From an optimization exercise on the open Yosys and OpenROAD flow, aimed at small area, a short achievable clock period and few clock cycles; shortcuts taken in it are not production practice. Where RTL was checked, it was by simulation tests only, not by an equivalence proof against the original. For run 5, only the layout was checked, not whether the RTL still works. Power is estimated from default activity; no workload was simulated.

`flow/flow/run.sh`:
```
#!/bin/bash
# Standard layout, with the I/O port buffers made from a plain buffer cell
# instead of the delay cell the resizer picks by default.
export BUFFER_PORTS_ARGS="-buffer_cell sky130_fd_sc_hd__buf_1"
bash standard.sh > standard.log 2>&1
```
`flow/standard.sh`:
```
#!/bin/bash
# synth_recipe.tcl (not shown) runs the flow's synth.tcl, then flattens the netlist and writes it again
# the make line also repeats each setting of config.mk as NAME=value (left out here)
make -C /OpenROAD-flow-scripts/flow DESIGN_CONFIG=/design/flow/config.mk WORK_HOME=/design/flow/orfs CLKGATE_MAP_FILE= SYNTH_SCRIPT=/design/flow/synth_recipe.tcl "${@:-finish}"
```
`flow/config.mk`:
```
export PLATFORM = sky130hd
export DESIGN_NAME = adder
export DESIGN_NICKNAME = adder
export VERILOG_FILES = /design/flow/design.v
export SDC_FILE = /design/flow/constraint.sdc
export NUM_CORES = 4
export LEC_CHECK = 0
export ABC_AREA = 1
export CAP_MARGIN = 20
export CORE_MARGIN = 2
export CORE_UTILIZATION = 40
export CTS_BUF_LIST = sky130_fd_sc_hd__clkbuf_4 sky130_fd_sc_hd__clkbuf_8
export SLEW_MARGIN = 20
```
`flow/constraint.sdc`:
```
create_clock -name core_clock -period 4.0 [get_ports {clk}]
set_input_delay 0.8000 -clock core_clock [delete_from_list [all_inputs] [get_ports {clk}]]
set_output_delay 0.8000 -clock core_clock [all_outputs]
set_load 0.01 [all_outputs]
```
`flow/design.v`:
```
module adder(
    input clk,
    input reset,
    input [31:0] a,
    input [31:0] b,
    input available,
    input [4:0] exception_f,
    output [31:0] sum,
    output done
    );
    wire [7:0] ae = a[30:23];
    wire [7:0] be = b[30:23];
    wire [7:0] eg = ae & ~be;
    wire [7:0] ek = ae | ~be;
    wire eg0 = eg[1] | ((ek[1] & ae[0]) & ~be[0]);
    wire ep0 = ek[1] & ek[0];
    wire eg1 = eg[2] | ((ek[2] & ae[1]) & ~be[1]);
    wire ep1 = ek[2] & ek[1];
    wire eg2 = eg[3] | ((ek[3] & ae[2]) & ~be[2]);
    wire ep2 = ek[3] & ek[2];
    wire eg3 = eg[4] | ((ek[4] & ae[3]) & ~be[3]);
    wire ep3 = ek[4] & ek[3];
    wire eg4 = eg[5] | ((ek[5] & ae[4]) & ~be[4]);
    wire ep4 = ek[5] & ek[4];
    wire eg5 = eg[6] | ((ek[6] & ae[5]) & ~be[5]);
    wire ep5 = ek[6] & ek[5];
    wire eg6 = eg[7] | ((ek[7] & ae[6]) & ~be[6]);
    wire ep6 = ek[7] & ek[6];
    wire eg7 = eg1 | ((ep1 & ae[0]) & ~be[0]);
    wire ep7 = ep1 & ek[0];
    wire eg8 = eg2 | (ep2 & eg0);
    wire ep8 = ep2 & ep0;
    wire eg9 = eg3 | (ep3 & eg1);
    wire ep9 = ep3 & ep1;
    wire eg10 = eg4 | (ep4 & eg2);
    wire ep10 = ep4 & ep2;
    wire eg11 = eg5 | (ep5 & eg3);
    wire ep11 = ep5 & ep3;
    wire eg12 = eg6 | (ep6 & eg4);
    wire ep12 = ep6 & ep4;
    wire eg13 = eg9 | ((ep9 & ae[0]) & ~be[0]);
    wire ep13 = ep9 & ek[0];
    wire eg14 = eg10 | (ep10 & eg0);
    wire ep14 = ep10 & ep0;
    wire eg15 = eg11 | (ep11 & eg7);
    wire ep15 = ep11 & ep7;
    wire eg16 = eg12 | (ep12 & eg8);
    wire ep16 = ep12 & ep8;
    wire co = eg16;
    wire [7:0] d;
    assign d[0] = ae[0] ^ be[0];
    wire dx1 = co ? ~(eg[0] | ek[0]) : eg[0];
    assign d[1] = ae[1] ^ (be[1] ^ dx1);
    wire dx2 = co ? ~(eg0 | ep0) : eg0;
    assign d[2] = ae[2] ^ (be[2] ^ dx2);
    wire dx3 = co ? ~(eg7 | ep7) : eg7;
    assign d[3] = ae[3] ^ (be[3] ^ dx3);
    wire dx4 = co ? ~(eg8 | ep8) : eg8;
    assign d[4] = ae[4] ^ (be[4] ^ dx4);
    wire dx5 = co ? ~(eg13 | ep13) : eg13;
    assign d[5] = ae[5] ^ (be[5] ^ dx5);
    wire dx6 = co ? ~(eg14 | ep14) : eg14;
    assign d[6] = ae[6] ^ (be[6] ^ dx6);
    wire dx7 = co ? ~(eg15 | ep15) : eg15;
    assign d[7] = ae[7] ^ (be[7] ^ dx7);
    wire swap = ~co;
    wire [22:0] ma = swap ? b[22:0] : a[22:0];
    wire [22:0] mb = swap ? a[22:0] : b[22:0];
    wire big = (|d[7:5]) | (d[4] & d[3]) | (d[4] & d[2] & d[1] & d[0]);
    wire [23:0] x0 = {1'b1, mb};
    wire [1:0] s0;
    assign s0[0] = ~d[0];
    assign s0[1] = d[0];
    wire [23:0] x1;
    assign x1[0] = (s0[0] & x0[0]) | (s0[1] & x0[1]);
    assign x1[1] = (s0[0] & x0[1]) | (s0[1] & x0[2]);
    assign x1[2] = (s0[0] & x0[2]) | (s0[1] & x0[3]);
    assign x1[3] = (s0[0] & x0[3]) | (s0[1] & x0[4]);
    assign x1[4] = (s0[0] & x0[4]) | (s0[1] & x0[5]);
    assign x1[5] = (s0[0] & x0[5]) | (s0[1] & x0[6]);
    assign x1[6] = (s0[0] & x0[6]) | (s0[1] & x0[7]);
    assign x1[7] = (s0[0] & x0[7]) | (s0[1] & x0[8]);
    assign x1[8] = (s0[0] & x0[8]) | (s0[1] & x0[9]);
    assign x1[9] = (s0[0] & x0[9]) | (s0[1] & x0[10]);
    assign x1[10] = (s0[0] & x0[10]) | (s0[1] & x0[11]);
    assign x1[11] = (s0[0] & x0[11]) | (s0[1] & x0[12]);
    assign x1[12] = (s0[0] & x0[12]) | (s0[1] & x0[13]);
    assign x1[13] = (s0[0] & x0[13]) | (s0[1] & x0[14]);
    assign x1[14] = (s0[0] & x0[14]) | (s0[1] & x0[15]);
    assign x1[15] = (s0[0] & x0[15]) | (s0[1] & x0[16]);
    assign x1[16] = (s0[0] & x0[16]) | (s0[1] & x0[17]);
    assign x1[17] = (s0[0] & x0[17]) | (s0[1] & x0[18]);
    assign x1[18] = (s0[0] & x0[18]) | (s0[1] & x0[19]);
    assign x1[19] = (s0[0] & x0[19]) | (s0[1] & x0[20]);
    assign x1[20] = (s0[0] & x0[20]) | (s0[1] & x0[21]);
    assign x1[21] = (s0[0] & x0[21]) | (s0[1] & x0[22]);
    assign x1[22] = (s0[0] & x0[22]) | (s0[1] & x0[23]);
    assign x1[23] = (s0[0] & x0[23]);
    wire [1:0] s1;
    assign s1[0] = ~d[1];
    assign s1[1] = d[1];
    wire [23:0] x2;
    assign x2[0] = (s1[0] & x1[0]) | (s1[1] & x1[2]);
    assign x2[1] = (s1[0] & x1[1]) | (s1[1] & x1[3]);
    assign x2[2] = (s1[0] & x1[2]) | (s1[1] & x1[4]);
    assign x2[3] = (s1[0] & x1[3]) | (s1[1] & x1[5]);
    assign x2[4] = (s1[0] & x1[4]) | (s1[1] & x1[6]);
    assign x2[5] = (s1[0] & x1[5]) | (s1[1] & x1[7]);
    assign x2[6] = (s1[0] & x1[6]) | (s1[1] & x1[8]);
    assign x2[7] = (s1[0] & x1[7]) | (s1[1] & x1[9]);
    assign x2[8] = (s1[0] & x1[8]) | (s1[1] & x1[10]);
    assign x2[9] = (s1[0] & x1[9]) | (s1[1] & x1[11]);
    assign x2[10] = (s1[0] & x1[10]) | (s1[1] & x1[12]);
    assign x2[11] = (s1[0] & x1[11]) | (s1[1] & x1[13]);
    assign x2[12] = (s1[0] & x1[12]) | (s1[1] & x1[14]);
    assign x2[13] = (s1[0] & x1[13]) | (s1[1] & x1[15]);
    assign x2[14] = (s1[0] & x1[14]) | (s1[1] & x1[16]);
    assign x2[15] = (s1[0] & x1[15]) | (s1[1] & x1[17]);
    assign x2[16] = (s1[0] & x1[16]) | (s1[1] & x1[18]);
    assign x2[17] = (s1[0] & x1[17]) | (s1[1] & x1[19]);
    assign x2[18] = (s1[0] & x1[18]) | (s1[1] & x1[20]);
    assign x2[19] = (s1[0] & x1[19]) | (s1[1] & x1[21]);
    assign x2[20] = (s1[0] & x1[20]) | (s1[1] & x1[22]);
    assign x2[21] = (s1[0] & x1[21]) | (s1[1] & x1[23]);
    assign x2[22] = (s1[0] & x1[22]);
    assign x2[23] = (s1[0] & x1[23]);
    wire [1:0] s2;
    assign s2[0] = ~d[2];
    assign s2[1] = d[2];
    wire [23:0] x3;
    assign x3[0] = (s2[0] & x2[0]) | (s2[1] & x2[4]);
    assign x3[1] = (s2[0] & x2[1]) | (s2[1] & x2[5]);
    assign x3[2] = (s2[0] & x2[2]) | (s2[1] & x2[6]);
    assign x3[3] = (s2[0] & x2[3]) | (s2[1] & x2[7]);
    assign x3[4] = (s2[0] & x2[4]) | (s2[1] & x2[8]);
    assign x3[5] = (s2[0] & x2[5]) | (s2[1] & x2[9]);
    assign x3[6] = (s2[0] & x2[6]) | (s2[1] & x2[10]);
    assign x3[7] = (s2[0] & x2[7]) | (s2[1] & x2[11]);
    assign x3[8] = (s2[0] & x2[8]) | (s2[1] & x2[12]);
    assign x3[9] = (s2[0] & x2[9]) | (s2[1] & x2[13]);
    assign x3[10] = (s2[0] & x2[10]) | (s2[1] & x2[14]);
    assign x3[11] = (s2[0] & x2[11]) | (s2[1] & x2[15]);
    assign x3[12] = (s2[0] & x2[12]) | (s2[1] & x2[16]);
    assign x3[13] = (s2[0] & x2[13]) | (s2[1] & x2[17]);
    assign x3[14] = (s2[0] & x2[14]) | (s2[1] & x2[18]);
    assign x3[15] = (s2[0] & x2[15]) | (s2[1] & x2[19]);
    assign x3[16] = (s2[0] & x2[16]) | (s2[1] & x2[20]);
    assign x3[17] = (s2[0] & x2[17]) | (s2[1] & x2[21]);
    assign x3[18] = (s2[0] & x2[18]) | (s2[1] & x2[22]);
    assign x3[19] = (s2[0] & x2[19]) | (s2[1] & x2[23]);
    assign x3[20] = (s2[0] & x2[20]);
    assign x3[21] = (s2[0] & x2[21]);
    assign x3[22] = (s2[0] & x2[22]);
    assign x3[23] = (s2[0] & x2[23]);
    wire [3:0] s3;
    assign s3[0] = ~big & ~d[3] & ~d[4];
    assign s3[1] = ~big & d[3] & ~d[4];
    assign s3[2] = ~big & ~d[3] & d[4];
    assign s3[3] = ~big & d[3] & d[4];
    wire [23:0] sh;
    assign sh[0] = (s3[0] & x3[0]) | (s3[1] & x3[8]) | (s3[2] & x3[16]);
    assign sh[1] = (s3[0] & x3[1]) | (s3[1] & x3[9]) | (s3[2] & x3[17]);
    assign sh[2] = (s3[0] & x3[2]) | (s3[1] & x3[10]) | (s3[2] & x3[18]);
    assign sh[3] = (s3[0] & x3[3]) | (s3[1] & x3[11]) | (s3[2] & x3[19]);
    assign sh[4] = (s3[0] & x3[4]) | (s3[1] & x3[12]) | (s3[2] & x3[20]);
    assign sh[5] = (s3[0] & x3[5]) | (s3[1] & x3[13]) | (s3[2] & x3[21]);
    assign sh[6] = (s3[0] & x3[6]) | (s3[1] & x3[14]) | (s3[2] & x3[22]);
    assign sh[7] = (s3[0] & x3[7]) | (s3[1] & x3[15]) | (s3[2] & x3[23]);
    assign sh[8] = (s3[0] & x3[8]) | (s3[1] & x3[16]);
    assign sh[9] = (s3[0] & x3[9]) | (s3[1] & x3[17]);
    assign sh[10] = (s3[0] & x3[10]) | (s3[1] & x3[18]);
    assign sh[11] = (s3[0] & x3[11]) | (s3[1] & x3[19]);
    assign sh[12] = (s3[0] & x3[12]) | (s3[1] & x3[20]);
    assign sh[13] = (s3[0] & x3[13]) | (s3[1] & x3[21]);
    assign sh[14] = (s3[0] & x3[14]) | (s3[1] & x3[22]);
    assign sh[15] = (s3[0] & x3[15]) | (s3[1] & x3[23]);
    assign sh[16] = (s3[0] & x3[16]);
    assign sh[17] = (s3[0] & x3[17]);
    assign sh[18] = (s3[0] & x3[18]);
    assign sh[19] = (s3[0] & x3[19]);
    assign sh[20] = (s3[0] & x3[20]);
    assign sh[21] = (s3[0] & x3[21]);
    assign sh[22] = (s3[0] & x3[22]);
    assign sh[23] = (s3[0] & x3[23]);
    reg swap_r;
    reg [23:0] sh_r;    
    reg [22:0] p;
    reg [22:0] g;
    always @(posedge clk) begin
       swap_r <= swap;
       p <= ma ^ sh[22:0];
       g <= ma & sh[22:0];
       sh_r[23] <= sh[23];
    end
    wire [7:0] ea = swap_r ? be : ae;
    wire z = sh_r[23];
    wire mg17 = g[1] | (p[1] & g[0]);
    wire mg18 = g[2] | (p[2] & g[1]);
    wire mp18 = p[2] & p[1];
    wire mg19 = g[3] | (p[3] & g[2]);
    wire mp19 = p[3] & p[2];
    wire mg20 = g[4] | (p[4] & g[3]);
    wire mp20 = p[4] & p[3];
    wire mg21 = g[5] | (p[5] & g[4]);
    wire mp21 = p[5] & p[4];
    wire mg22 = g[6] | (p[6] & g[5]);
    wire mp22 = p[6] & p[5];
    wire mg23 = g[7] | (p[7] & g[6]);
    wire mp23 = p[7] & p[6];
    wire mg24 = g[8] | (p[8] & g[7]);
    wire mp24 = p[8] & p[7];
    wire mg25 = g[9] | (p[9] & g[8]);
    wire mp25 = p[9] & p[8];
    wire mg26 = g[10] | (p[10] & g[9]);
    wire mp26 = p[10] & p[9];
    wire mg27 = g[11] | (p[11] & g[10]);
    wire mp27 = p[11] & p[10];
    wire mg28 = g[12] | (p[12] & g[11]);
    wire mp28 = p[12] & p[11];
    wire mg29 = g[13] | (p[13] & g[12]);
    wire mp29 = p[13] & p[12];
    wire mg30 = g[14] | (p[14] & g[13]);
    wire mp30 = p[14] & p[13];
    wire mg31 = g[15] | (p[15] & g[14]);
    wire mp31 = p[15] & p[14];
    wire mg32 = g[16] | (p[16] & g[15]);
    wire mp32 = p[16] & p[15];
    wire mg33 = g[17] | (p[17] & g[16]);
    wire mp33 = p[17] & p[16];
    wire mg34 = g[18] | (p[18] & g[17]);
    wire mp34 = p[18] & p[17];
    wire mg35 = g[19] | (p[19] & g[18]);
    wire mp35 = p[19] & p[18];
    wire mg36 = g[20] | (p[20] & g[19]);
    wire mp36 = p[20] & p[19];
    wire mg37 = g[21] | (p[21] & g[20]);
    wire mp37 = p[21] & p[20];
    wire mg38 = g[22] | (p[22] & g[21]);
    wire mp38 = p[22] & p[21];
    wire mg39 = mg18 | (mp18 & g[0]);
    wire mg40 = mg19 | (mp19 & mg17);
    wire mg41 = mg20 | (mp20 & mg18);
    wire mp41 = mp20 & mp18;
    wire mg42 = mg21 | (mp21 & mg19);
    wire mp42 = mp21 & mp19;
    wire mg43 = mg22 | (mp22 & mg20);
    wire mp43 = mp22 & mp20;
    wire mg44 = mg23 | (mp23 & mg21);
    wire mp44 = mp23 & mp21;
    wire mg45 = mg24 | (mp24 & mg22);
    wire mp45 = mp24 & mp22;
    wire mg46 = mg25 | (mp25 & mg23);
    wire mp46 = mp25 & mp23;
    wire mg47 = mg26 | (mp26 & mg24);
    wire mp47 = mp26 & mp24;
    wire mg48 = mg27 | (mp27 & mg25);
    wire mp48 = mp27 & mp25;
    wire mg49 = mg28 | (mp28 & mg26);
    wire mp49 = mp28 & mp26;
    wire mg50 = mg29 | (mp29 & mg27);
    wire mp50 = mp29 & mp27;
    wire mg51 = mg30 | (mp30 & mg28);
    wire mp51 = mp30 & mp28;
    wire mg52 = mg31 | (mp31 & mg29);
    wire mp52 = mp31 & mp29;
    wire mg53 = mg32 | (mp32 & mg30);
    wire mp53 = mp32 & mp30;
    wire mg54 = mg33 | (mp33 & mg31);
    wire mp54 = mp33 & mp31;
    wire mg55 = mg34 | (mp34 & mg32);
    wire mp55 = mp34 & mp32;
    wire mg56 = mg35 | (mp35 & mg33);
    wire mp56 = mp35 & mp33;
    wire mg57 = mg36 | (mp36 & mg34);
    wire mp57 = mp36 & mp34;
    wire mg58 = mg37 | (mp37 & mg35);
    wire mp58 = mp37 & mp35;
    wire mg59 = mg38 | (mp38 & mg36);
    wire mp59 = mp38 & mp36;
    wire mg60 = mg41 | (mp41 & g[0]);
    wire mg61 = mg42 | (mp42 & mg17);
    wire mg62 = mg43 | (mp43 & mg39);
    wire mg63 = mg44 | (mp44 & mg40);
    wire mg64 = mg45 | (mp45 & mg41);
    wire mp64 = mp45 & mp41;
    wire mg65 = mg46 | (mp46 & mg42);
    wire mp65 = mp46 & mp42;
    wire mg66 = mg47 | (mp47 & mg43);
    wire mp66 = mp47 & mp43;
    wire mg67 = mg48 | (mp48 & mg44);
    wire mp67 = mp48 & mp44;
    wire mg68 = mg49 | (mp49 & mg45);
    wire mp68 = mp49 & mp45;
    wire mg69 = mg50 | (mp50 & mg46);
    wire mp69 = mp50 & mp46;
    wire mg70 = mg51 | (mp51 & mg47);
    wire mp70 = mp51 & mp47;
    wire mg71 = mg52 | (mp52 & mg48);
    wire mp71 = mp52 & mp48;
    wire mg72 = mg53 | (mp53 & mg49);
    wire mp72 = mp53 & mp49;
    wire mg73 = mg54 | (mp54 & mg50);
    wire mp73 = mp54 & mp50;
    wire mg74 = mg55 | (mp55 & mg51);
    wire mp74 = mp55 & mp51;
    wire mg75 = mg56 | (mp56 & mg52);
    wire mp75 = mp56 & mp52;
    wire mg76 = mg57 | (mp57 & mg53);
    wire mp76 = mp57 & mp53;
    wire mg77 = mg58 | (mp58 & mg54);
    wire mp77 = mp58 & mp54;
    wire mg78 = mg59 | (mp59 & mg55);
    wire mp78 = mp59 & mp55;
    wire mg79 = mg64 | (mp64 & g[0]);
    wire mg80 = mg65 | (mp65 & mg17);
    wire mg81 = mg66 | (mp66 & mg39);
    wire mg82 = mg67 | (mp67 & mg40);
    wire mg83 = mg68 | (mp68 & mg60);
    wire mg84 = mg69 | (mp69 & mg61);
    wire mg85 = mg70 | (mp70 & mg62);
    wire mg86 = mg71 | (mp71 & mg63);
    wire mg87 = mg72 | (mp72 & mg64);
    wire mp87 = mp72 & mp64;
    wire mg88 = mg73 | (mp73 & mg65);
    wire mp88 = mp73 & mp65;
    wire mg89 = mg74 | (mp74 & mg66);
    wire mp89 = mp74 & mp66;
    wire mg90 = mg75 | (mp75 & mg67);
    wire mp90 = mp75 & mp67;
    wire mg91 = mg76 | (mp76 & mg68);
    wire mp91 = mp76 & mp68;
    wire mg92 = mg77 | (mp77 & mg69);
    wire mp92 = mp77 & mp69;
    wire mg93 = mg78 | (mp78 & mg70);
    wire mp93 = mp78 & mp70;
    wire mg94 = mg87 | (mp87 & g[0]);
    wire mg95 = mg88 | (mp88 & mg17);
    wire mg96 = mg89 | (mp89 & mg39);
    wire mg97 = mg90 | (mp90 & mg40);
    wire mg98 = mg91 | (mp91 & mg60);
    wire mg99 = mg92 | (mp92 & mg61);
    wire mg100 = mg93 | (mp93 & mg62);
    wire [23:0] t;
    assign t[0] = p[0];
    assign t[1] = p[1] ^ g[0];
    assign t[2] = p[2] ^ mg17;
    assign t[3] = p[3] ^ mg39;
    assign t[4] = p[4] ^ mg40;
    assign t[5] = p[5] ^ mg60;
    assign t[6] = p[6] ^ mg61;
    assign t[7] = p[7] ^ mg62;
    assign t[8] = p[8] ^ mg63;
    assign t[9] = p[9] ^ mg79;
    assign t[10] = p[10] ^ mg80;
    assign t[11] = p[11] ^ mg81;
    assign t[12] = p[12] ^ mg82;
    assign t[13] = p[13] ^ mg83;
    assign t[14] = p[14] ^ mg84;
    assign t[15] = p[15] ^ mg85;
    assign t[16] = p[16] ^ mg86;
    assign t[17] = p[17] ^ mg94;
    assign t[18] = p[18] ^ mg95;
    assign t[19] = p[19] ^ mg96;
    assign t[20] = p[20] ^ mg97;
    assign t[21] = p[21] ^ mg98;
    assign t[22] = p[22] ^ mg99;
    assign t[23] = mg100;
    wire c = t[23];
    wire norm = z | c;
    assign sum = norm ? {a[31], ea + 8'd1, z & c, t[22:1]} : {a[31], ea, t[22:0]};
    reg done_reg;
    always @(posedge clk or posedge reset) begin
       if (reset) done_reg <= 1'b0;
       else done_reg <= available;
    end
    assign done = done_reg;
endmodule
```
==> reports/metrics.yaml, run 1 <==
fin_crit_sh_pct: 85.4
ys_seq_area_share_pct: 18.4
pre_cts_ws_ns: 0.368
grt-ovfl-total: 0
clk_pin_slew_ns: 0.08
rsz0062_at_grt: "no"
setup_slack_ns: 0.585
core_area_um2: 13100
drtPass1Iterations: 5
yosysMostFrequentCell: "nand2_1"
ys_async_sr_fraction_pct: 2.04
grt_max_degree: 43
dp_hpwl_um: 12000
crit_top_cell: "o21ai_1"
htreeDepth: 2
routed_wirelength_um: 14400
num_rows: 42
syn_area_um2: 5360
synth_common_cells: "nand2_1, nand3_1, inv_1"
start_util_pct: 40.8
cts_buffer_depth: 2
layout-drive-gt1-share_pct: 7.65
critical_path.endpoint_type: "primary output"
fin_tns_setup_ns: 0
peakVddDrop_mv: 0.140
worstMarginPinSlew_ns: 0.635
synth_ff_type: "dfxtp_1"
hold_violations: 0
p_per_area_nw_per_um2: 341
status: "finished clean"
antenna_found_initial: 0
die_area_um2: 14300
netlist.area_leader.share_pct: 25.7
p_leak_nw: 3.12
syn_nets: 1030
max-slew-margin-rel_pct: 57.2
reg_top3: "g: 23 flops, p: 23 flops"
cts-buffers-inserted: 5
grt_pass1_vias: 4994
synth_top_area_cell: "nand2_1"
path_class: "reg -> out"
crit_chain: "ha_1 > nor2_1 > o21ai_1 > a21boi_0 > o21ai_1 > a21oi_1 > o21ai_1 > xor2_1 > nand2_1 > nand2_1 > buf_1"
setup_viol: 0
crit_slowest_cell: "a21boi_0"
grt_pass1_wl_um: 23800
gp_congestion: 0.890
die_h_um: 120
synth_edf_count: 0
path_max_fanout: 5
min_period_ns: 3.42
report.final.slew_viol_count: 0
syn_avg_cell_area_um2: 5.76
drt_iter0_drc: 429
cp.arrival_ns: 2.62
drc: 0
maxCapViolCount: 0
hp-class: "in -> async"
postCtsSetupBuffers: 0
root_buffer: "clkbuf_8"
crit_required_ns: 3.20
clock-sinks: 49
critical_path.max_stage_delay_ns: 0.39
dieWidth_um: 120
viasPerCell: 4.90
cp-start-kind: "flop"
synthCells: 930
antenna_cells: 0
routedWlPerCell_um: 12.2
numPortBuffers: 96
drtAntennaViolNets: 0
synth_area_leaders: "nand2_1, dfxtp_1, nand3_1, ha_1, inv_1"
yosysWarnings: 1
postCtsResizedCells: 0
synth_seq_cells: 49
ios: 105
cts_tree: "built"
holdBufCountCts: 0
fin_util_pct: 44.9
track_usage_pct: 19.9
synth_cell_types: 43
area_growth_pct: 10.2
timing.fmax_mhz: 293
num_vias: 5788
final_nets: 1105
==> worst max-delay path, delay by kind of cell, from the launching register on <==
family                   cells  cell delay [ns]
flip-flops                   1             0.37
AND/OR/NAND/NOR              3             0.34
buffers and inverters        1             0.14
XOR/XNOR                     1             0.22
AO/OA/AOI/OAI                5             1.06
adder cells (fa/ha/maj)      1             0.20
==> per-layer routing <==
metal / vias to the layer above / routed length (um) / GRT usage, %
li1: 3141 / - / -
met1: 2504 / 7810 / 31.1
met2: 130 / 5900 / 30.1
met3: 13 / 553 / 0.713
met4: 0 / 182 / 4.49
met5: - / 0 / 0
==> cell usage in the layout (no fill, tap or decap), types with 11 or more instances in the layout <==
| cell type | Yosys | layout |
|---|---|---|
| nand3_2 | 13 | 13 |
| buf_1 | 2 | 96 |
| a21oi_1 | 25 | 25 |
| nand2_2 | 15 | 15 |
| nand3_1 | 137 | 137 |
| inv_1 | 74 | 74 |
| dfxtp_1 | 48 | 48 |
| xor2_1 | 12 | 12 |
| inv_2 | 12 | 12 |
| nand2_1 | 366 | 366 |
| ha_1 | 28 | 28 |
| nor2_1 | 42 | 42 |
| o21ai_0 | 43 | 43 |
| o21ai_1 | 11 | 11 |
==> path summary, 6_finish.rpt <==
kind / start / end / slack [ns]
setup / recovery: g[0] / sum[16] / 0.58
hold / removal: reset / done_reg / 0.30
max in group asynchronous: reset / done_reg / 3.61
min in group core_clock: available / done_reg / 0.60
==> logic make-up after synthesis <==
kind of cell             Yosys count  synth area share (%)
AND/OR/NAND/NOR                  612                  51.2
adder cells (fa/ha/maj)           28                  6.54
AO/OA/AOI/OAI                     98                  10.3
flip-flops                        49                  18.4
buffers and inverters            122                  10.1
XOR/XNOR                          21                  3.43
==> layout make-up <==
cell class / count / area (um^2)
fill: 1498 / 7240
multi-input combinational: 759 / 3830
tap: 176 / 220
clock inverter: 1 / 30.0
clock buffer: 7 / 90.1
sequential: 49 / 986
timing repair buffer: 104 / 420
inverter: 86 / 323
==> per-stage QoR <==
stage	std cells	hold slack (ns)	total power [mW]	cell area, um^2
floorplan	930	0.529	1.40	5360
global placement	1174	0.606	1.66	5780
detailed placement	1174	0.614	1.66	5780
CTS	1182	0.294	2.02	5900
global route	1182	0.317	2.20	5900
finish	1182	0.304	2.01	5900
==> report_power, final <==
| part | leakage (nW) | internal, mW | total (mW) | switching (mW) |
|---|---|---|---|---|
| sequential | 0.408 | 0.551 | 0.628 | 0.0766 |
| clock | 0.0619 | 0.210 | 0.354 | 0.144 |
| combinational | 2.65 | 0.340 | 1.03 | 0.687 |
Testbench counts, summed over its fixed seeds: cycles 6,392.
==> run 2: changes to the inputs <==
--- a/flow/config.mk
+++ b/flow/config.mk
@@ -10,4 +10,5 @@
 export CORE_MARGIN = 2
 export CORE_UTILIZATION = 40
 export CTS_BUF_LIST = sky130_fd_sc_hd__clkbuf_4 sky130_fd_sc_hd__clkbuf_8
+export SETUP_SLACK_MARGIN = 1.0
 export SLEW_MARGIN = 20
==> reports/metrics.yaml, run 2 <==
path_max_fanout: 8
critical_path.endpoint_type: "primary output"
total_power_mw: 2.25
clk_pin_slew_ns: 0.08
met3_usage_pct: 0.856
numPortBuffers: 96
grt_pass1_vias: 5160
grt_max_degree: 43
synth_area_leaders: "nand2_1, dfxtp_1, nand3_1, ha_1, inv_1"
cp.arrival_ns: 2.17
crit_chain: "a21oi_2 > o21ai_2 > a21oi_2 > inv_1 > a31o_4 > nand3_2 > nand3b_1 > buf_6 > clkbuf_16 > nand2_1 > o21ai_2 > buf_2"
worstMarginPinSlew_ns: 0.642
cts_tree: "built"
fin_util_pct: 52.4
status: "finished clean"
synth_seq_cells: 49
peakVddDrop_mv: 0.145
fin_cells: 1229
yosysWarnings: 1
drtAntennaViolNets: 0
netlist.area_leader.share_pct: 25.7
yosysMostFrequentCell: "nand2_1"
layout_common_cells: "nand2_1, nand3_1, inv_1, buf_1, nor2_1"
final_nets: 1152
setup_viol: 0
cp-start-kind: "flop"
dp_hpwl_um: 12000
crit_required_ns: 3.20
grtUsageMet2_pct: 32.1
root_buffer: "clkbuf_8"
grt-ovfl-total: 0
min_period_ns: 2.97
antenna_found_initial: 0
synth_top_area_cell: "nand2_1"
p_leak_nw: 3.58
gp_congestion: 0.890
drtPass1Iterations: 5
viasPerCell: 5.04
synth_cell_types: 43
syn_area_um2: 5360
layout-drive-gt1-share_pct: 23.0
critical_path.max_stage_delay_ns: 0.36
syn_nets: 1030
cts-buffers-inserted: 5
layout_commonest_cell: "nand2_1"
hp-class: "in -> async"
antenna_cells: 0
routedWlPerCell_um: 13.3
reg_top3: "g: 23 flops, p: 23 flops"
fin_area_um2: 6890
htreeDepth: 2
synthCells: 930
seqCellArea_um2: 1020
drc: 0
drt_iter0_drc: 484
dieWidth_um: 120
p_per_area_nw_per_um2: 326
report.final.slew_viol_count: 0
ios: 105
gr-usage-met1_pct: 31.3
ys_async_sr_fraction_pct: 2.04
holdBufCountCts: 0
maxCapViolCount: 0
synth_ff_type: "dfxtp_1"
cts_buffer_depth: 2
fin_crit_sh_pct: 74.3
placed_area_um2: 5780
num_vias: 6195
syn_avg_cell_area_um2: 5.76
num_rows: 42
rsz0062_at_grt: "yes"
ys_seq_area_share_pct: 18.4
grt.busiest_layer: "met2"
synth_edf_count: 0
area_growth_pct: 28.6
hold_violations: 0
synth_common_cells: "nand2_1, nand3_1, inv_1"
crit_slowest_cell: "dfxtp_2"
multi_input_area_um2: 4200
start_util_pct: 40.8
routed_wirelength_um: 16400
track_usage_pct: 20.6
clock-sinks: 49
max-slew-margin-rel_pct: 57.1
n_fill_cell: 1380
die_h_um: 120
fin_tns_setup_ns: 0
dp_cells: 1174
timing.fmax_mhz: 336
core_area_um2: 13100
die_area_um2: 14300
grt_pass1_wl_um: 24700
path_class: "reg -> out"
==> run 2: cell counts after synthesis <==
Identical to the previous run, type by type.
==> run 2: how the worst max path moves through the flow <==
stage	end	slack (ns)	cells past startpoint	startpoint
after CTS	sum[13]	0.97	12	p[4]
after global routing	sum[21]	0.89	13	p[7]
final	sum[28]	1.03	12	p[2]
after global placement	p[0]	0.41	19	a[23]
after detailed placement	p[0]	0.37	19	a[23]
after floorplan	sum[29]	1.32	7	a[23]
==> run 2: power by group <==
group	internal, mW	total, mW	switching [mW]
registers	0.563	0.652	0.0887
clock network	0.210	0.355	0.144
logic	0.476	1.24	0.766
==> run 2: area by class of cell <==
class	instances	share of cell area (%)
multi-input cells	763	61.0
clock buffers	7	1.31
clock inverters	1	0.436
well taps	176	3.20
repair buffers	147	14.3
flip-flops and latches	49	14.9
inverters	86	4.87
==> run 2: critical path: cells and delay by family (launching register included) <==
family	cells	cell delay [ns]
AO/OA/AOI/OAI	5	0.70
buffers and inverters	4	0.54
flip-flops	1	0.36
AND/OR/NAND/NOR	3	0.26
==> run 2: cell families after synthesis <==
kind of cell    synth area share, %
compound gates                 10.3
xor+xnor                       3.43
fa+ha+maj                      6.54
buf+inv                        10.1
flops                          18.4
simple gates                   51.2
==> run 2: timing repair <==
| action | in CTS | in global routing |
|---|---|---|
| cloned | 2 | 8 |
| setup endpoints to repair | 77 | 73 |
| buffers inserted | 11 | 26 |
| resized for setup | 55 | 144 |
| pin swaps | 8 | 35 |
==> run 2: per-stage QoR <==
step                      hold WS (ns)  setup slack, ns
final                            0.305             1.03
after detailed placement         0.614            0.368
after floorplan                  0.529             1.32
after global routing             0.318            0.892
after CTS                        0.294            0.973
after global placement           0.606            0.406
==> run 2: layer usage <==
layer,vias up,part of all wire [%]
met5,-,0
met4,0,2.4
met3,22,5.2
met2,190,44
met1,2722,48
li1,3261,-
==> run 3: changes to the inputs <==
--- a/flow/config.mk
+++ b/flow/config.mk
@@ -10,5 +10,5 @@
 export CORE_MARGIN = 2
 export CORE_UTILIZATION = 40
 export CTS_BUF_LIST = sky130_fd_sc_hd__clkbuf_4 sky130_fd_sc_hd__clkbuf_8
-export SETUP_SLACK_MARGIN = 1.0
+export SETUP_SLACK_MARGIN = 0.75
 export SLEW_MARGIN = 20
==> reports/metrics.yaml, run 3 <==
drtPass1Iterations: 4
synth_cell_types: 43
drtAntennaViolNets: 0
cts_buffer_depth: 2
whs_ns: 0.304
dp_hpwl_um: 12000
worstMarginPinSlew_ns: 0.642
core_area_um2: 13100
syn_area_um2: 5360
yosysMostFrequentCell: "nand2_1"
peakVddDrop_mv: 0.141
htreeDepth: 2
placed_area_um2: 5780
clock-sinks: 49
antenna_found_initial: 0
report.final.slew_viol_count: 0
grt-ovfl-total: 0
start_util_pct: 40.8
grt_max_degree: 43
layout_common_cells: "nand2_1, nand3_1, buf_1, inv_1, dfxtp_1"
viasPerCell: 4.94
syn_avg_cell_area_um2: 5.76
fin_tns_setup_ns: 0
gp_congestion: 0.890
num_vias: 5888
crit_required_ns: 3.20
numPortBuffers: 96
cts-buffers-inserted: 5
synthCells: 930
syn_nets: 1030
num_rows: 42
fin_crit_sh_pct: 76.8
maxCapViolCount: 0
grt_pass1_vias: 5060
synth_top_area_cell: "nand2_1"
critical_path.endpoint_type: "primary output"
layout_commonest_cell: "nand2_1"
reg_top3: "g: 23 flops, p: 23 flops"
hp-class: "in -> async"
cts_tree: "built"
die_area_um2: 14300
layout-drive-gt1-share_pct: 10.5
routedWlPerCell_um: 12.5
ios: 105
dieWidth_um: 120
max-slew-margin-rel_pct: 56.8
setup_viol: 0
dp_cells: 1174
hold_violations: 0
track_usage_pct: 20.2
synth_common_cells: "nand2_1, nand3_1, inv_1"
drt_iter0_drc: 417
clk_pin_slew_ns: 0.08
cp-start-kind: "flop"
grt_pass1_wl_um: 24200
p_leak_nw: 3.18
synth_edf_count: 0
root_buffer: "clkbuf_8"
yosysWarnings: 1
p_per_area_nw_per_um2: 338
path_class: "reg -> out"
holdBufCountCts: 0
min_period_ns: 3.07
routed_wirelength_um: 14900
drc: 0
cp.arrival_ns: 2.27
synth_ff_type: "dfxtp_1"
path_max_fanout: 9
area_growth_pct: 13.8
antenna_cells: 0
timing.fmax_mhz: 326
ys_seq_area_share_pct: 18.4
status: "finished clean"
die_h_um: 120
fin_area_um2: 6090
fin_cells: 1192
synth_seq_cells: 49
final_nets: 1115
synth_area_leaders: "nand2_1, dfxtp_1, nand3_1, ha_1, inv_1"
ys_async_sr_fraction_pct: 2.04
netlist.area_leader.share_pct: 25.7
rsz0062_at_grt: "yes"
[run 3: changes by cell type in the layout (fill, tap and decap cells not counted), sizes merged]
cell	previous run	this run
buf	131	111
clkbuf	23	7
clkinv	0	2
nand2	389	387
inv	86	85
[run 3: what timing repair did]
action | in CTS | in global routing
gates cloned | 1 | 2
pin swaps | 2 | 4
endpoints found under the setup margin | 30 | 75
gates resized for setup | 5 | 33
buffers inserted | 4 | 3
[run 3: through the flow]
stage	util [%]	total power, mW	setup slack [ns]
6_report	46.4	2.06	0.929
5_1_grt	46.4	2.25	0.729
4_1_cts	45.3	2.02	0.759
3_5_place_dp	44.0	1.66	0.368
3_3_place_gp	44.0	1.66	0.406
2_1_floorplan	-	1.40	1.32
[run 3: cell type report]
class | instances | area [um^2]
Timing Repair inverter | 1 | 5.00
Multi-Input combinational cell | 761 | 3920
Timing Repair Buffer | 111 | 500
Fill cell | 1478 | 7040
Inverter | 86 | 330
Tap cell | 176 | 220
Clock buffer | 7 | 90.1
Clock inverter | 1 | 30.0
Sequential cell | 49 | 993
[run 3: worst max path at each step]
stage                      from  cells past startpoint  slack, ns  endpoint
final                      p[4]                     12       0.93    sum[0]
after CTS                 a[23]                     20       0.76     p[19]
after floorplan           a[23]                      7       1.32   sum[29]
after detailed placement  a[23]                     19       0.37      p[0]
after global routing      a[23]                     20       0.73      p[1]
after global placement    a[23]                     19       0.41      p[0]
[run 3: worst max-delay path, stage by stage (launching register included)]
cell	delay, ns
dfxtp_1	0.35
a21oi_1	0.19
o21ai_1	0.13
a21oi_2	0.16
inv_1	0.07
a31o_1	0.23
nand3_1	0.13
nand2_2	0.12
nor2_4	0.14
buf_4	0.17
nand2_1	0.05
o21ai_0	0.06
buf_1	0.18
[run 3: where the power goes]
| group | switching, mW | internal (mW) | leakage, nW |
|---|---|---|---|
| sequential | 0.0798 | 0.554 | 0.408 |
| clock | 0.145 | 0.210 | 0.0619 |
| combinational | 0.709 | 0.359 | 2.71 |
| total | 0.933 | 1.12 | 3.18 |
[run 3: cell families (layout without fill, tap and decap cells)]
kind of cell               Yosys count  in the layout  synth area share [%]
DFF                                 49             49                  18.4
adders and majority gates           28             28                  6.54
AOI/OAI and AO/OA                   98             98                  10.3
buffers and inverters              122            206                  10.1
and+or+nand+nor                    612            614                  51.2
xor gates and xnor gates            21             21                  3.43
[run 3: routing by layer]
metal	share of wire (%)	wire (um)	global-route usage [%]
met5	0	0	0
met4	1.4	203	4.78
met3	4.0	599	0.713
met2	42	6300	30.7
met1	52	7820	31.3
==> run 4: changes to the inputs <==
--- a/flow/config.mk
+++ b/flow/config.mk
@@ -10,5 +10,6 @@
 export CORE_MARGIN = 2
 export CORE_UTILIZATION = 40
 export CTS_BUF_LIST = sky130_fd_sc_hd__clkbuf_4 sky130_fd_sc_hd__clkbuf_8
+export PLACE_DENSITY = 0.8
 export SETUP_SLACK_MARGIN = 0.75
 export SLEW_MARGIN = 20
==> reports/metrics.yaml, run 4 <==
drtAntennaViolNets: 0
power_frac_clock_pct: 17.2
area_growth_pct: 13.9
setup_viol: 0
layout-drive-gt1-share_pct: 11.0
dp_cells: 1173
cp-start-kind: "flop"
pwr-share-seq_pct: 30.8
p_per_area_nw_per_um2: 338
core_area_um2: 13100
synth_area_leaders: "nand2_1, dfxtp_1, nand3_1, ha_1, inv_1"
p_leak_nw: 3.19
synth_edf_count: 0
ys_seq_area_share_pct: 18.4
crit_slowest_cell: "dfxtp_1"
seqCellArea_um2: 996
peakVddDrop_mv: 0.137
crit_chain: "a21oi_2 > inv_1 > a21oi_1 > o21ai_0 > a221oi_2 > nand2_2 > nor2_4 > buf_4 > nand3_1 > o21ai_0 > buf_1"
num_vias: 5951
multi_input_area_um2: 3900
p_sw_share_pct: 45.5
n_fill_cell: 1366
holdBufCountCts: 0
max-slew-margin-rel_pct: 57.9
clock-sinks: 49
path_class: "reg -> out"
track_usage_pct: 19.4
clk_pin_slew_ns: 0.08
syn_avg_cell_area_um2: 5.76
critical_path.max_stage_delay_ns: 0.36
pre_cts_ws_ns: 0.551
numPortBuffers: 96
fin_tns_setup_ns: 0
power.switching_mw: 0.938
yosysMostFrequentCell: "nand2_1"
layout_common_cells: "nand2_1, nand3_1, buf_1, inv_1, dfxtp_1"
die_area_um2: 14300
dieWidth_um: 120
cts-buffers-inserted: 5
grt_max_degree: 59
synth_top_area_cell: "nand2_1"
hp-class: "in -> async"
layout_commonest_cell: "nand2_1"
gp_congestion: 0.923
drt_iter0_drc: 400
cp.arrival_ns: 2.33
fin_cells: 1192
synthCells: 930
p_int_mw: 1.12
ios: 105
netlist.area_leader.share_pct: 25.7
setup_slack_ns: 0.873
synth_ff_type: "dfxtp_1"
routedWlPerCell_um: 11.9
dp_hpwl_um: 11300
root_buffer: "clkbuf_8"
ys_async_sr_fraction_pct: 2.04
status: "finished clean"
antenna_found_initial: 0
htreeDepth: 2
drc: 0
antenna_cells: 0
fin_crit_sh_pct: 78.2
worstMarginPinSlew_ns: 0.631
critical_path.endpoint_type: "primary output"
rsz0062_at_grt: "no"
drtPass1Iterations: 5
grt-ovfl-total: 0
routed_wirelength_um: 14100
grt_pass1_wl_um: 23400
syn_nets: 1030
maxCapViolCount: 0
fin_util_pct: 46.4
reg_top3: "g: 23 flops, p: 23 flops"
viasPerCell: 4.99
synth_cell_types: 43
die_h_um: 120
combPwrFrac_pct: 52.0
synth_seq_cells: 49
report.final.slew_viol_count: 0
crit_required_ns: 3.20
yosysWarnings: 1
num_rows: 42
cts_tree: "built"
final_nets: 1115
synth_common_cells: "nand2_1, nand3_1, inv_1"
syn_area_um2: 5360
cts_buffer_depth: 2
start_util_pct: 40.8
min_period_ns: 3.13
hold_violations: 0
path_max_fanout: 4
timing.fmax_mhz: 320
crit_top_cell: "o21ai_0"
grt_pass1_vias: 5104
run 4: cell types whose count changed in the layout (fill, tap and decap cells not counted), sizes merged:
cell,delta
buf,-3
clkbuf,+4
inv,+1
clkinv,-2
clkinvlp,+1
nand2,-1
run 4: layout make-up:
| class | count | share of cell area (%) |
|---|---|---|
| Clock inverter | 2 | 0.616 |
| Sequential cell | 49 | 16.3 |
| Inverter | 86 | 5.42 |
| Tap cell | 176 | 3.61 |
| Clock buffer | 6 | 1.35 |
| Timing Repair Buffer | 113 | 8.70 |
| Multi-Input combinational cell | 760 | 64.0 |
run 4: repair_timing:
action,in CTS,in global routing
pin swaps,1,4
gates resized for setup,4,40
endpoints found under the setup margin,31,65
gates cloned,1,0
setup buffers,6,4
run 4: worst max-delay path: cells and delay by family (launching register included):
family                 cells  cell delay (ns)
DFF                        1             0.36
AOI/OAI and AO/OA          5             0.91
and+or+nand+nor            3             0.37
buffers and inverters      3             0.40
run 4: metal layers:
metal,track usage [%],share of wire [%]
met4,5.37,2.0
met3,1.47,5.8
met1,29.0,49
met5,0,0
met2,29.8,43
run 4: cells by family (layout without fill, tap and decap cells):
family                     count (synthesis)  after routing  synth area share (%)
and+or+nand+nor                          612            613                  51.2
buffers and inverters                    122            207                  10.1
AOI/OAI and AO/OA                         98             98                  10.3
DFF                                       49             49                  18.4
adders and majority gates                 28             28                  6.54
xor gates and xnor gates                  21             21                  3.43
run 4: power groups by stage:
stage               sequential (mW)  clock (mW)  combinational [mW]
floorplan                     0.614           0               0.787
global placement              0.637           0                1.01
detailed placement            0.638           0                1.03
CTS                           0.627       0.365                1.04
global route                  0.645       0.384                1.22
finish                        0.634       0.355                1.07
run 4: final timing paths:
check / start / to / cells after the start
hold / removal: reset / done_reg / 2
setup / recovery: p[10] / sum[21] / 11
min in group core_clock: available / done_reg / 1
max in group asynchronous: reset / done_reg / 2
run 4: metrics by stage:
stage               hold WS [ns]  total power, mW  instance area, um^2
detailed placement         0.608             1.66                 5780
floorplan                  0.529             1.40                 5360
global route               0.290             2.25                 6100
global placement           0.605             1.65                 5780
finish                     0.294             2.06                 6100
CTS                        0.282             2.03                 5960
==> run 5: changes to the inputs <==
--- a/flow/design.v
+++ b/flow/design.v
@@ -184,14 +184,14 @@
     assign sh[23] = (s3[0] & x3[23]);
     reg swap_r;
     reg [23:0] sh_r;    
-    reg [22:0] p;
-    reg [22:0] g;
+    reg [22:0] ma_r;
     always @(posedge clk) begin
        swap_r <= swap;
-       p <= ma ^ sh[22:0];
-       g <= ma & sh[22:0];
-       sh_r[23] <= sh[23];
+       ma_r <= ma;
+       sh_r <= sh;
     end
+    wire [22:0] p = ma_r ^ sh_r[22:0];
+    wire [22:0] g = ma_r & sh_r[22:0];
     wire [7:0] ea = swap_r ? be : ae;
     wire z = sh_r[23];
     wire mg17 = g[1] | (p[1] & g[0]);
--- a/flow/config.mk
+++ b/flow/config.mk
@@ -10,6 +10,5 @@
 export CORE_MARGIN = 2
 export CORE_UTILIZATION = 40
 export CTS_BUF_LIST = sky130_fd_sc_hd__clkbuf_4 sky130_fd_sc_hd__clkbuf_8
-export PLACE_DENSITY = 0.8
 export SETUP_SLACK_MARGIN = 0.75
 export SLEW_MARGIN = 20
==> reports/metrics.yaml, run 5 <==
synth_area_leaders: "nand2_1, dfxtp_1, nand3_1, ha_1, inv_1"
numPortBuffers: 96
ios: 105
drtAntennaViolNets: 0
viasPerCell: 5.03
reg_top3: "sh_r: 24 flops, ma_r: 23 flops"
worstMarginPinSlew_ns: 0.707
report.final.slew_viol_count: 0
setup_viol: 0
status: "finished clean"
die_h_um: 118
root_buffer: "clkbuf_8"
largest_reg_flops: 24
cp.arrival_ns: 2.45
synth_cell_types: 42
grt_max_degree: 49
critical_path.endpoint_type: "primary output"
layout_commonest_cell: "nand2_1"
p_per_area_nw_per_um2: 343
num_rows: 41
track_usage_pct: 20.8
hp-class: "in -> async"
syn_avg_cell_area_um2: 5.77
min_period_ns: 3.25
fin_crit_sh_pct: 81.3
maxCapViolCount: 0
rsz0062_at_grt: "yes"
start_util_pct: 41.0
layout_common_cells: "nand2_1, nand3_1, buf_1, inv_1, nor2_1"
p_leak_nw: 3.16
max-slew-margin-rel_pct: 52.6
netlist.area_leader.share_pct: 24.4
yosysMostFrequentCell: "nand2_1"
ys_async_sr_fraction_pct: 2.04
drt_iter0_drc: 350
synth_common_cells: "nand2_1, nand3_1, inv_1"
grt_pass1_wl_um: 24200
cts_buffer_depth: 2
grt-ovfl-total: 0
n_fill_cell: 1371
path_max_fanout: 6
num_vias: 5861
gp_congestion: 0.868
die_area_um2: 13900
synth_ff_type: "dfxtp_1"
clk_pin_slew_ns: 0.09
drtPass1Iterations: 5
grt_pass1_vias: 5030
cp-start-kind: "flop"
htreeDepth: 2
final_nets: 1093
routedWlPerCell_um: 12.8
antenna_cells: 0
cp-endpoint: "sum[27]"
drc: 0
cts_tree: "built"
peakVddDrop_mv: 0.158
ys_seq_area_share_pct: 19.0
syn_area_um2: 5200
cts-buffers-inserted: 5
area_growth_pct: 22.3
core_area_um2: 12700
layout-drive-gt1-share_pct: 16.9
dieWidth_um: 118
placed_area_um2: 5660
synth_edf_count: 0
routed_wirelength_um: 15000
clock-sinks: 49
yosysWarnings: 1
top_register: "sh_r"
syn_nets: 1000
fin_tns_setup_ns: 0
dp_hpwl_um: 11700
critPathLaunch: "sh_r[8]"
timing.fmax_mhz: 308
fin_area_um2: 6350
path_class: "reg -> out"
antenna_found_initial: 0
synthCells: 900
synth_top_area_cell: "nand2_1"
holdBufCountCts: 0
crit_required_ns: 3.20
hold_violations: 0
synth_seq_cells: 49
run 5: cells by family (layout without fill, tap and decap cells):
group           count (synthesis)  after routing  share of synthesized area [%]
simple gates                  589            589                           50.1
buf+inv                       114            208                           9.27
compound gates                 89             89                           9.34
flops                          49             49                           19.0
fa+ha+maj                      28             28                           6.88
xor+xnor                       23             23                           3.88
mux                             8              8                           1.54
run 5: metrics by stage:
stage               instances  utilization [%]  worst slack [ns]  hold WS (ns)  power, mW
CTS                      1156             48.1             0.761         0.284       2.12
finish                   1166             50.2             0.748         0.286       2.18
global route             1166             50.2             0.640         0.295       2.37
detailed placement       1142             44.6             0.711         0.614       1.68
floorplan                 900                -              1.05         0.529       1.40
global placement         1142             44.6             0.735         0.605       1.68
run 5: per-layer routing:
| layer | vias to the layer above | part of all wire [%] | GRT usage (%) |
|---|---|---|---|
| met5 | - | 0 | 0 |
| met4 | 0 | 1.4 | 3.99 |
| met3 | 15 | 3.6 | 1.84 |
| met2 | 125 | 42 | 31.1 |
| met1 | 2605 | 53 | 32.4 |
| li1 | 3116 | - | - |
run 5: cell type report:
type                       instances  area, um^2  area share [%]
multi-input combinational        737        4110            64.7
sequential                        49        1010            15.9
timing repair buffer             119         579            9.12
inverter                          79         300            4.73
tap                              172         215            3.39
clock buffer                       6        82.6            1.30
clock inverter                     2        37.5           0.591
timing repair inverter             2        15.0           0.236
run 5: timing repair:
action,4_1_cts,5_1_grt
setup endpoints to repair,31,33
endpoints found under the hold margin,0,0
gates resized for setup,59,67
pin swaps,8,17
gates cloned,1,1
setup buffers,5,9
run 5: worst min-delay path by stage:
stage	end	slack [ns]	startpoint	cells after the start
final	done_reg	0.29	reset	2
after floorplan	done_reg	0.53	reset	1
after global placement	done_reg	0.61	reset	2
after detailed placement	done_reg	0.61	reset	2
after global routing	done_reg	0.30	reset	2
after CTS	done_reg	0.28	reset	2
run 5: critical path: stages, from the launching register on:
cell and delay [ns]:
dfxtp_2 0.34, ha_4 0.26, a21oi_2 0.18, o21a_1 0.20, o21bai_4 0.08, a21oi_2 0.16, nand2_2 0.08, nor2_4 0.20
clkinvlp_4 0.14, buf_6 0.14, nand3_1 0.07, xor2_1 0.14, buf_2 0.14
run 5: power breakdown:
group	internal [mW]	switching, mW
combinational	0.445	0.771
sequential	0.548	0.0498
clock	0.203	0.160
==> run 6: changes to the inputs <==
--- a/flow/design.v
+++ b/flow/design.v
@@ -184,14 +184,14 @@
     assign sh[23] = (s3[0] & x3[23]);
     reg swap_r;
     reg [23:0] sh_r;    
-    reg [22:0] ma_r;
+    reg [22:0] p;
+    reg [22:0] g;
     always @(posedge clk) begin
        swap_r <= swap;
-       ma_r <= ma;
-       sh_r <= sh;
+       p <= ma ^ sh[22:0];
+       g <= ma & sh[22:0];
+       sh_r[23] <= sh[23];
     end
-    wire [22:0] p = ma_r ^ sh_r[22:0];
-    wire [22:0] g = ma_r & sh_r[22:0];
     wire [7:0] ea = swap_r ? be : ae;
     wire z = sh_r[23];
     wire mg17 = g[1] | (p[1] & g[0]);
==> flow/flow/run.sh (replaced) <==
#!/bin/bash
# Standard layout with two changes:
#  - the I/O port buffers are a plain buffer cell instead of the delay cell
#    the resizer picks by default;
#  - clock tree synthesis adds no dummy loads.
export BUFFER_PORTS_ARGS="-buffer_cell sky130_fd_sc_hd__buf_1"
export CTS_ARGS="-sink_clustering_enable -repair_clock_nets -dont_use_dummy_load -buf_list {sky130_fd_sc_hd__clkbuf_4 sky130_fd_sc_hd__clkbuf_8}"
bash standard.sh > standard.log 2>&1
--- a/flow/config.mk
+++ b/flow/config.mk
@@ -9,6 +9,5 @@
 export CAP_MARGIN = 20
 export CORE_MARGIN = 2
 export CORE_UTILIZATION = 40
-export CTS_BUF_LIST = sky130_fd_sc_hd__clkbuf_4 sky130_fd_sc_hd__clkbuf_8
 export SETUP_SLACK_MARGIN = 0.75
 export SLEW_MARGIN = 20
==> reports/metrics.yaml, run 6 <==
layout-drive-gt1-share_pct: 10.3
report.final.slew_viol_count: 0
track_usage_pct: 20.2
synth_cell_types: 43
layout_commonest_cell: "nand2_1"
clock-sinks: 49
cts_buffer_depth: 2
core_area_um2: 13100
netlist.area_leader.share_pct: 25.7
synth_ff_type: "dfxtp_1"
holdBufCountCts: 0
syn_area_um2: 5360
ys_async_sr_fraction_pct: 2.04
synth_area_leaders: "nand2_1, dfxtp_1, nand3_1, ha_1, inv_1"
cts_tree: "built"
layout_common_cells: "nand2_1, nand3_1, buf_1, inv_1, dfxtp_1"
maxCapViolCount: 0
htreeDepth: 2
area_growth_pct: 12.8
syn_avg_cell_area_um2: 5.76
synth_seq_cells: 49
setup_viol: 0
cp-start-kind: "flop"
die_h_um: 120
dieWidth_um: 120
antenna_found_initial: 0
hold_violations: 0
ys_seq_area_share_pct: 18.4
syn_nets: 1030
antenna_cells: 0
num_vias: 5889
root_buffer: "clkbuf_8"
drtPass1Iterations: 5
grt_pass1_wl_um: 24200
yosysWarnings: 1
drtAntennaViolNets: 0
routed_wirelength_um: 14900
grt_pass1_vias: 5054
start_util_pct: 40.8
min_period_ns: 3.07
crit_required_ns: 3.20
grt-ovfl-total: 0
critical_path.endpoint_type: "primary output"
drt_iter0_drc: 418
rsz0062_at_grt: "yes"
fin_tns_setup_ns: 0
viasPerCell: 4.95
synth_top_area_cell: "nand2_1"
total_power_mw: 1.95
fin_crit_sh_pct: 76.8
max-slew-margin-rel_pct: 57.1
synthCells: 930
dp_hpwl_um: 12000
worstMarginPinSlew_ns: 0.637
peakVddDrop_mv: 0.126
yosysMostFrequentCell: "nand2_1"
hp-class: "in -> async"
cp.arrival_ns: 2.27
placed_area_um2: 5780
num_rows: 42
final_nets: 1115
synth_common_cells: "nand2_1, nand3_1, inv_1"
gp_congestion: 0.890
timing.fmax_mhz: 326
synth_edf_count: 0
die_area_um2: 14300
numPortBuffers: 96
p_leak_nw: 3.15
p_per_area_nw_per_um2: 322
routedWlPerCell_um: 12.5
ios: 105
path_class: "reg -> out"
status: "finished clean"
reg_top3: "g: 23 flops, p: 23 flops"
path_max_fanout: 9
drc: 0
cts-buffers-inserted: 5
grt_max_degree: 43
clk_pin_slew_ns: 0.08
fin_area_um2: 6040
run 6: critical path, cell delays in order (launching register included):
cell and delay (ns):
dfxtp_1 0.35, a21oi_1 0.19, o21ai_1 0.13, a21oi_2 0.16, inv_1 0.07, a31o_1 0.23, nand3_1 0.13, nand2_2 0.12
nor2_4 0.14, buf_4 0.17, nand2_1 0.05, o21ai_0 0.06, buf_1 0.18
run 6: final timing paths:
check                      startpoint  endpoint  slack, ns  cells past startpoint
min                             reset  done_reg       0.31                      2
max in group asynchronous       reset  done_reg       3.60                      2
min in group core_clock     available  done_reg       0.61                      1
max                              p[4]    sum[0]       0.93                     12
run 6: layout make-up:
cell class	instances	area, um^2
inverter	86	330
timing repair inverter	1	5.00
clock buffer	5	68.8
timing repair buffer	111	500
tap	176	220
multi-input combinational	761	3920
sequential	49	993
fill	1486	7100
run 6: logic make-up (layout without fill, tap and decap cells):
kind of cell               Yosys count  in the layout  synth area share [%]
and+or+nand+nor                    612            614                  51.2
AOI/OAI and AO/OA                   98             98                  10.3
buffers and inverters              122            203                  10.1
DFF                                 49             49                  18.4
xor gates and xnor gates            21             21                  3.43
adders and majority gates           28             28                  6.54
run 6: what timing repair did:
item / 4_1_cts / 5_1_grt
setup buffers: 4 / 3
setup endpoints to repair: 31 / 75
cloned: 1 / 2
gates resized for setup: 5 / 33
pin swaps: 2 / 4
run 6: routing by layer:
layer	routed length (um)	GRT usage, %
met1	7770	31.3
met5	0	0
met3	618	0.713
met4	195	4.78
met2	6320	30.7
run 6: power by group:
group | switching [mW] | internal [mW] | total (mW)
registers | 0.0795 | 0.555 | 0.634
logic | 0.709 | 0.359 | 1.07
clock network | 0.132 | 0.113 | 0.245
total | 0.921 | 1.03 | 1.95
run 6: stage by stage:
stage          std cells  util [%]  hold slack, ns  setup WS, ns
6_report            1189      46.0           0.312         0.930
5_1_grt             1189      46.0           0.325         0.722
3_3_place_gp        1174      44.0           0.606         0.406
2_1_floorplan        930         -           0.529          1.32
4_1_cts             1184      44.9           0.302         0.754
3_5_place_dp        1174      44.0           0.614         0.368
Testbench counts of run 6, summed over its fixed seeds: cycles 6,392.
==> run 7: changes to the inputs <==
--- a/flow/design.v
+++ b/flow/design.v
@@ -194,7 +194,7 @@
     end
     wire [7:0] ea = swap_r ? be : ae;
     wire z = sh_r[23];
-    wire mg17 = g[1] | (p[1] & g[0]);
+    wire mg17 = (g[1] | p[1]) & (g[1] | g[0]);
     wire mg18 = g[2] | (p[2] & g[1]);
     wire mp18 = p[2] & p[1];
     wire mg19 = g[3] | (p[3] & g[2]);
@@ -237,7 +237,7 @@
     wire mp37 = p[21] & p[20];
     wire mg38 = g[22] | (p[22] & g[21]);
     wire mp38 = p[22] & p[21];
-    wire mg39 = mg18 | (mp18 & g[0]);
+    wire mg39 = (mg18 | mp18) & (mg18 | g[0]);
     wire mg40 = mg19 | (mp19 & mg17);
     wire mg41 = mg20 | (mp20 & mg18);
     wire mp41 = mp20 & mp18;
@@ -277,7 +277,7 @@
     wire mp58 = mp37 & mp35;
     wire mg59 = mg38 | (mp38 & mg36);
     wire mp59 = mp38 & mp36;
-    wire mg60 = mg41 | (mp41 & g[0]);
+    wire mg60 = (mg41 | mp41) & (mg41 | g[0]);
     wire mg61 = mg42 | (mp42 & mg17);
     wire mg62 = mg43 | (mp43 & mg39);
     wire mg63 = mg44 | (mp44 & mg40);
@@ -311,7 +311,7 @@
     wire mp77 = mp58 & mp54;
     wire mg78 = mg59 | (mp59 & mg55);
     wire mp78 = mp59 & mp55;
-    wire mg79 = mg64 | (mp64 & g[0]);
+    wire mg79 = (mg64 | mp64) & (mg64 | g[0]);
     wire mg80 = mg65 | (mp65 & mg17);
     wire mg81 = mg66 | (mp66 & mg39);
     wire mg82 = mg67 | (mp67 & mg40);
@@ -333,7 +333,7 @@
     wire mp92 = mp77 & mp69;
     wire mg93 = mg78 | (mp78 & mg70);
     wire mp93 = mp78 & mp70;
-    wire mg94 = mg87 | (mp87 & g[0]);
+    wire mg94 = (mg87 | mp87) & (mg87 | g[0]);
     wire mg95 = mg88 | (mp88 & mg17);
     wire mg96 = mg89 | (mp89 & mg39);
     wire mg97 = mg90 | (mp90 & mg40);
==> reports/metrics.yaml, run 7 <==
status: "finished clean"
setup_slack_ns: 0.896
setup_viol: 0
p_per_area_nw_per_um2: 334
final_nets: 1078
cts-buffers-inserted: 5
grt_pass1_wl_um: 22500
antenna_cells: 0
max-slew-margin-rel_pct: 57.3
worstMarginPinSlew_ns: 0.640
die_h_um: 117
root_buffer: "clkbuf_8"
holdBufCountCts: 0
dp_hpwl_um: 11600
path_class: "in -> out"
synth_top_area_cell: "nand2_1"
critical_path.endpoint_type: "primary output"
fin_crit_sh_pct: 77.6
synth_edf_count: 0
gp_congestion: 0.906
die_area_um2: 13700
yosysMostFrequentCell: "nand2_1"
syn_nets: 1001
area_growth_pct: 11.4
syn_area_um2: 5110
routed_wirelength_um: 13700
drtAntennaViolNets: 0
peakVddDrop_mv: 0.129
dieWidth_um: 117
whs_ns: 0.304
core_area_um2: 12600
track_usage_pct: 20.3
drt_iter0_drc: 401
p_leak_nw: 3.03
n_fill_cell: 1441
crit_required_ns: 3.20
total_power_mw: 1.90
clock-sinks: 49
netlist.area_leader.share_pct: 28.7
reg_top3: "g: 23 flops, p: 23 flops"
clk_pin_slew_ns: 0.08
fin_util_pct: 45.3
ys_async_sr_fraction_pct: 2.04
hp-class: "in -> async"
maxCapViolCount: 0
synth_cell_types: 42
cts_tree: "built"
cp-start-kind: "input port"
min_period_ns: 3.10
drc: 0
yosysWarnings: 1
path_max_fanout: 3
routedWlPerCell_um: 12.0
numPortBuffers: 96
syn_avg_cell_area_um2: 5.67
antenna_found_initial: 0
hold_violations: 0
pre_cts_ws_ns: 0.591
cp.arrival_ns: 2.30
drtPass1Iterations: 5
layout-drive-gt1-share_pct: 6.65
htreeDepth: 2
synth_seq_cells: 49
grt_max_degree: 39
layout_commonest_cell: "nand2_1"
synthCells: 902
synth_ff_type: "dfxtp_1"
synth_area_leaders: "nand2_1, dfxtp_1, nand3_1, ha_1, o21ai_0"
grt-ovfl-total: 0
num_rows: 41
postCtsSetupBuffers: 0
timing.fmax_mhz: 322
grt_pass1_vias: 4794
layout_common_cells: "nand2_1, nand3_1, buf_1, inv_1, dfxtp_1"
num_vias: 5630
ys_seq_area_share_pct: 19.3
report.final.slew_viol_count: 0
rsz0062_at_grt: "yes"
fin_tns_setup_ns: 0
viasPerCell: 4.90
cts_buffer_depth: 2
synth_common_cells: "nand2_1, nand3_1, inv_1"
ios: 105
start_util_pct: 40.7
==> run 7: logic make-up after synthesis <==
family                     after synthesis  share of synthesized area, %
AOI/OAI and AO/OA                       95                          10.5
and+or+nand+nor                        608                          50.9
adders and majority gates               27                          6.61
xor gates and xnor gates                23                          3.94
DFF                                     49                          19.3
buffers and inverters                  100                          8.76
==> run 7: metal layers <==
metal  vias to the layer above  share of wire [%]  GRT usage (%)
li1                       3061                  -              -
met1                      2456                 54           31.4
met2                       108                 42           31.3
met3                         5                3.8           1.29
met4                         0               0.62           3.45
met5                         -                  0              0
==> run 7: how the worst max path moves through the flow <==
stage,cells past startpoint,end,start
floorplan,7,sum[29],a[23]
global placement,19,p[0],a[23]
detailed placement,19,p[0],a[23]
CTS,13,sum[17],g[0]
global route,15,sum[16],g[0]
finish,9,sum[28],a[25]
==> run 7: critical path, stage by stage <==
cell and delay (ns):
buf_1 0.09, inv_1 0.06, o21ai_0 0.49, and3_1 0.30
nand3_1 0.10, xor2_1 0.16, nand2_1 0.08, o21ai_0 0.07
buf_1 0.15
==> run 7: power by group <==
part / switching (mW) / internal [mW]
sequential: 0.0772 / 0.555
combinational: 0.679 / 0.346
clock: 0.132 / 0.113
total: 0.888 / 1.01
==> run 7: final cells by class <==
class,count,area [um^2],area share (%)
inverter,68,268,4.70
sequential,49,986,17.3
tap,172,215,3.78
clock buffer,5,68.8,1.21
multi-input combinational,753,3730,65.6
timing repair buffer,102,423,7.43
==> run 7: per-stage QoR <==
| stage | std cells | area [um^2] |
|---|---|---|
| 2_1_floorplan | 902 | 5110 |
| 4_1_cts | 1149 | 5620 |
| 5_1_grt | 1149 | 5690 |
| 3_3_place_gp | 1144 | 5550 |
| 3_5_place_dp | 1144 | 5550 |
| 6_report | 1149 | 5690 |
==> run 7: what timing repair did <==
| item | CTS | global route |
|---|---|---|
| pin swaps | 0 | 1 |
| setup endpoints to repair | 21 | 54 |
| gates resized for setup | 4 | 18 |
Testbench counts of run 7, summed over its fixed seeds: cycles 6,392.

[static timing again, ports no longer ideal]
Ports are ideal in the flow. The routed layouts listed here were re-timed in OpenROAD.
Step 1, drivers: a clkbuf_16 drives clk and a buf_2 each remaining input, both assumed.
Step 2 adds t to the input delays and takes it off the output delays; t is the mean of the earliest and latest rising clock arrival at the registers after step 1. Input paths then give back, and output paths get back, about the clock's delay inside the block.
Three values: ideal, step 1, step 2; two values: the first two.
run	t (ns)	slack for setup (ns)	worst setup path at the end	worst register clock-pin slew, ns
run 1	0.313	0.585 / 0.559 / 0.310	input to register	0.08 / 0.08
run 2	0.314	1.026 / 1.001 / 0.809	input to register	0.08 / 0.08
run 3	0.315	0.929 / 0.903 / 0.619	input to register	0.08 / 0.08
run 4	0.315	0.873 / 0.848 / 0.678	input to register	0.08 / 0.08
run 5	0.332	0.748 / 0.714 / 0.735	input to register	0.09 / 0.09
run 6	0.309	0.930 / 0.904 / 0.633	input to register	0.08 / 0.08
run 7	0.310	0.896 / 0.874 / 0.744	input to register	0.08 / 0.08
After both steps every run listed still meets setup and hold. The setup slack of run 3, which loses most, moves by -0.026 ns with the drivers and by -0.310 ns with both steps.
